This is an optimization exercise on Yosys and OpenROAD, whose aim is small area and a short achievable clock period, not a production implementation.
At most, simulation tests tie the RTL to the original design; equivalence was not proved.
Power is estimated from default activity; no workload was simulated.

## lane 1
// pe_array
module pe_array (
  input wire [3:0] sw_output_1,
  input wire [3:0] sw_output_2,
  input wire [3:0] sw_output_3,
  input wire [3:0] sw_output_4,
  input wire [3:0] sw_output_5,
  input wire [3:0] sw_output_6,
  input wire [3:0] sw_output_7,
  input wire [3:0] sw_output_8,
  input wire [3:0] sw_output_9,
  input wire [3:0] sw_output_10,
  input wire [3:0] sw_output_11,
  input wire [3:0] sw_output_12,
  input wire [3:0] sw_output_13,
  input wire [3:0] sw_output_14,
  input wire [3:0] sw_output_15,
  input wire [3:0] sw_output_16,
  input wire [3:0] sw_output_17,
  input wire [3:0] sw_output_18,
  input wire [3:0] sw_output_19,
  input wire [3:0] sw_output_20,
  input wire [3:0] sw_output_21,
  input wire [3:0] sw_output_22,
  input wire [3:0] sw_output_23,
  input wire [3:0] sw_output_24,
  input wire [3:0] sw_output_25,
  input wire [3:0] sw_output_26,
  input wire [3:0] sw_output_27,
  input wire [3:0] sw_output_28,
  input wire [3:0] sw_output_29,
  input wire [3:0] sw_output_30,
  input wire [3:0] sw_output_31,
  input wire [3:0] sw_output_32,
  input wire [3:0] sw_output_33,
  input wire [3:0] sw_output_34,
  input wire [3:0] sw_output_35,
  input wire [3:0] sw_output_36,
  input wire [3:0] sw_output_37,
  input wire [3:0] sw_output_38,
  input wire [3:0] sw_output_39,
  input wire [3:0] sw_output_40,
  input wire [3:0] sw_output_41,
  input wire [3:0] sw_output_42,
  input wire [3:0] sw_output_43,
  input wire [3:0] sw_output_44,
  input wire [3:0] sw_output_45,
  input wire [3:0] sw_output_46,
  ...
For scale: about 8000 cells after synthesis, about 2000 flip-flops, roughly 760 I/O pins.
Settings: LEC_CHECK=0, CAP_MARGIN=20, CORE_MARGIN=2, CORE_UTILIZATION=60, SETUP_SLACK_MARGIN=2.0, SLEW_MARGIN=20; clock period 4.5 ns.
standard.sh (not shown) runs the stock make flow with config.mk's settings and CLKGATE_MAP_FILE= SYNTH_SCRIPT=/design/flow/synth_recipe.tcl, a recipe that flattens the netlist after the stock synthesis.
==> flow/flow/run.sh <==
#!/bin/bash
# Standard layout, with plain buffers (instead of delay cells) on the ports.
set -euo pipefail
bash standard.sh "BUFFER_PORTS_ARGS=-buffer_cell sky130_fd_sc_hd__buf_2" finish > standard_flow.log 2>&1
Lane 1 finished all stages; the layout is clean.
Edits applied to the flow inputs when going from lane 1 to lane 2:
Settings: SETUP_SLACK_MARGIN: 2.0 -> unset.
[summary]
- Comparing lane 2 and lane 1, combinational fraction of design power is higher on lane 1.
- Lane 2 vs lane 1 on clock group total power: lane 2 is the higher one.
- Critical path depth, lane 2 and lane 1: larger value in lane 1
#### Input delta (lane 3 over lane 2)
Settings: SETUP_SLACK_MARGIN now 1.3, previously not set.
## What came out
Compared with lane 2, lane 3 shows average wire per standard cell that has gone up by a few percent.
Delta (lane 3 minus lane 2): non-clock buffer count stayed essentially flat, sequential share of layout area dropped 0.38 points, power moved up.
From lane 2 to lane 3 the numbers moved as follows: starting DRC count in detailed routing up 40; area added between synthesis and finish up 1.1 points.
No run of this note included a check of the RTL's function; only the layout flow was run.


Another version of the RTL of pe_array (not shown whole).
Size in the first run: roughly 8000 cells after synthesis, roughly 760 I/O pins.
Design pe_array, start of the top module:
module pe_array (
  input wire [3:0] sw_output_1,
  input wire [3:0] sw_output_2,
  input wire [3:0] sw_output_3,
  input wire [3:0] sw_output_4,
  input wire [3:0] sw_output_5,
  input wire [3:0] sw_output_6,
  input wire [3:0] sw_output_7,
  input wire [3:0] sw_output_8,
  input wire [3:0] sw_output_9,
  input wire [3:0] sw_output_10,
  input wire [3:0] sw_output_11,
  input wire [3:0] sw_output_12,
  input wire [3:0] sw_output_13,
  input wire [3:0] sw_output_14,
  input wire [3:0] sw_output_15,
  input wire [3:0] sw_output_16,
  input wire [3:0] sw_output_17,
  input wire [3:0] sw_output_18,
  input wire [3:0] sw_output_19,
  input wire [3:0] sw_output_20,
  input wire [3:0] sw_output_21,
  input wire [3:0] sw_output_22,
  input wire [3:0] sw_output_23,
  input wire [3:0] sw_output_24,
  input wire [3:0] sw_output_25,
  input wire [3:0] sw_output_26,
  input wire [3:0] sw_output_27,
  input wire [3:0] sw_output_28,
  input wire [3:0] sw_output_29,
  input wire [3:0] sw_output_30,
  input wire [3:0] sw_output_31,
  input wire [3:0] sw_output_32,
  input wire [3:0] sw_output_33,
  input wire [3:0] sw_output_34,
  input wire [3:0] sw_output_35,
  input wire [3:0] sw_output_36,
  input wire [3:0] sw_output_37,
  input wire [3:0] sw_output_38,
  input wire [3:0] sw_output_39,
  input wire [3:0] sw_output_40,
  input wire [3:0] sw_output_41,
  input wire [3:0] sw_output_42,
  input wire [3:0] sw_output_43,
  input wire [3:0] sw_output_44,
  input wire [3:0] sw_output_45,
  input wire [3:0] sw_output_46,
  input wire [3:0] sw_output_47,
  input wire [3:0] sw_output_48,
  input wire [3:0] sw_output_49,
  input wire [3:0] sw_output_50,
  input wire [3:0] sw_output_51,
  input wire [3:0] sw_output_52,
  input wire [3:0] sw_output_53,
  input wire [3:0] sw_output_54,
  input wire [3:0] sw_output_55,
  input wire [3:0] sw_output_56,
  input wire [3:0] sw_output_57,
  input wire [3:0] sw_output_58,
  input wire [3:0] sw_output_59,
  input wire [3:0] sw_output_60,
  ...
Settings: LEC_CHECK=0, CAP_MARGIN=20, CORE_MARGIN=2, CORE_UTILIZATION=60, CTS_CLUSTER_DIAMETER=100, CTS_CLUSTER_SIZE=30, SETUP_SLACK_MARGIN=2.0, SLEW_MARGIN=20, SYNTH_HIERARCHICAL=1; clock period 4.5 ns.
Scripts as last shown in full above: flow/flow/run.sh
The starting point went through all stages and came out clean.
Change:
==> flow/flow/run.sh (replaced) <==
#!/bin/bash
# Standard layout, with plain buffers (instead of delay cells) on the ports.
set -euo pipefail
bash standard.sh "BUFFER_PORTS_ARGS=-buffer_cell sky130_fd_sc_hd__buf_1" finish > standard_flow.log 2>&1
Settings changed: CORE_UTILIZATION 60 to 70.
=>
- fmax increases by 0.50%
- hold slack is better by 0.0040 ns
- via count increases by 1.3%
- routed wire length goes down by 1.8%
- utilization is higher by 9.4 points
- count of clock-buffer cells in the layout drops by 3
- non-clock buffer count is higher by 5
- cell count drops by 3.0%
- register-to-register slack is better by 0.12 ns
- global-route usage went up by 3.0 points
Change:
Settings changed: CORE_UTILIZATION 70 to 60.
After rerunning: Register-to-register slack degrades by 0.12 ns; setup slack loses 0.016 ns; sequential share of layout area is lower by 0.17 points; maximum frequency went down slightly; worst hold slack loses 0.0070 ns; area after synthesis stays the same; flip-flop and latch count is unchanged; synthesized cell count does not change; die area goes up by about a fifth; utilization goes down by 10 points; first-iteration DRC count shrinks by about a fifth.

-- separate check: timing with driven ports --
In the flow no input, the clock included, has a driving cell. The finished layouts below were timed again as built, in two steps.
Step 1: set_driving_cell puts a clkbuf_16 on clk and a buf_2 on each other input, an assumption about the parent block.
Step 2, shift: input delay + t, output delay - t, t = (earliest + latest rising clock arrival at the registers) / 2. This alone moves slack from input paths to output paths.
a / b / c = ideal / step 1 / step 2; a / b = the first two.
run | shift t [ns] | slack for setup (ns) | hold WS [ns] | clock arrival spread, ns | pins driven straight from the clock port
lane 1 | 0.871 | 1.882 / 1.684 / 1.033 | 0.316 / 0.277 / 0.316 | 0.026 / 0.025 | 1
lane 2 | 0.893 | 1.437 / 1.411 / 0.842 | 0.326 / 0.265 / 0.326 | 0.034 / 0.034 | 1
lane 3 | 0.889 | 1.450 / 1.425 / 0.916 | 0.326 / 0.279 / 0.326 | 0.024 / 0.025 | 1
the first run of note 2 | 0.767 | 2.059 / 2.059 / 1.363 | 0.340 / 0.332 / 0.340 | 0.040 / 0.040 | 1
the second run of note 2 | 0.762 | 2.071 / 1.943 / 1.312 | 0.344 / 0.341 / 0.344 | 0.057 / 0.057 | 1
the third run of note 2 | 0.766 | 2.055 / 1.953 / 1.328 | 0.337 / 0.333 / 0.337 | 0.038 / 0.038 | 1
After both steps every run listed still meets setup and hold. For lane 1, which loses most, drivers alone change the setup slack by -0.198 ns; drivers and shift together by -0.849 ns.
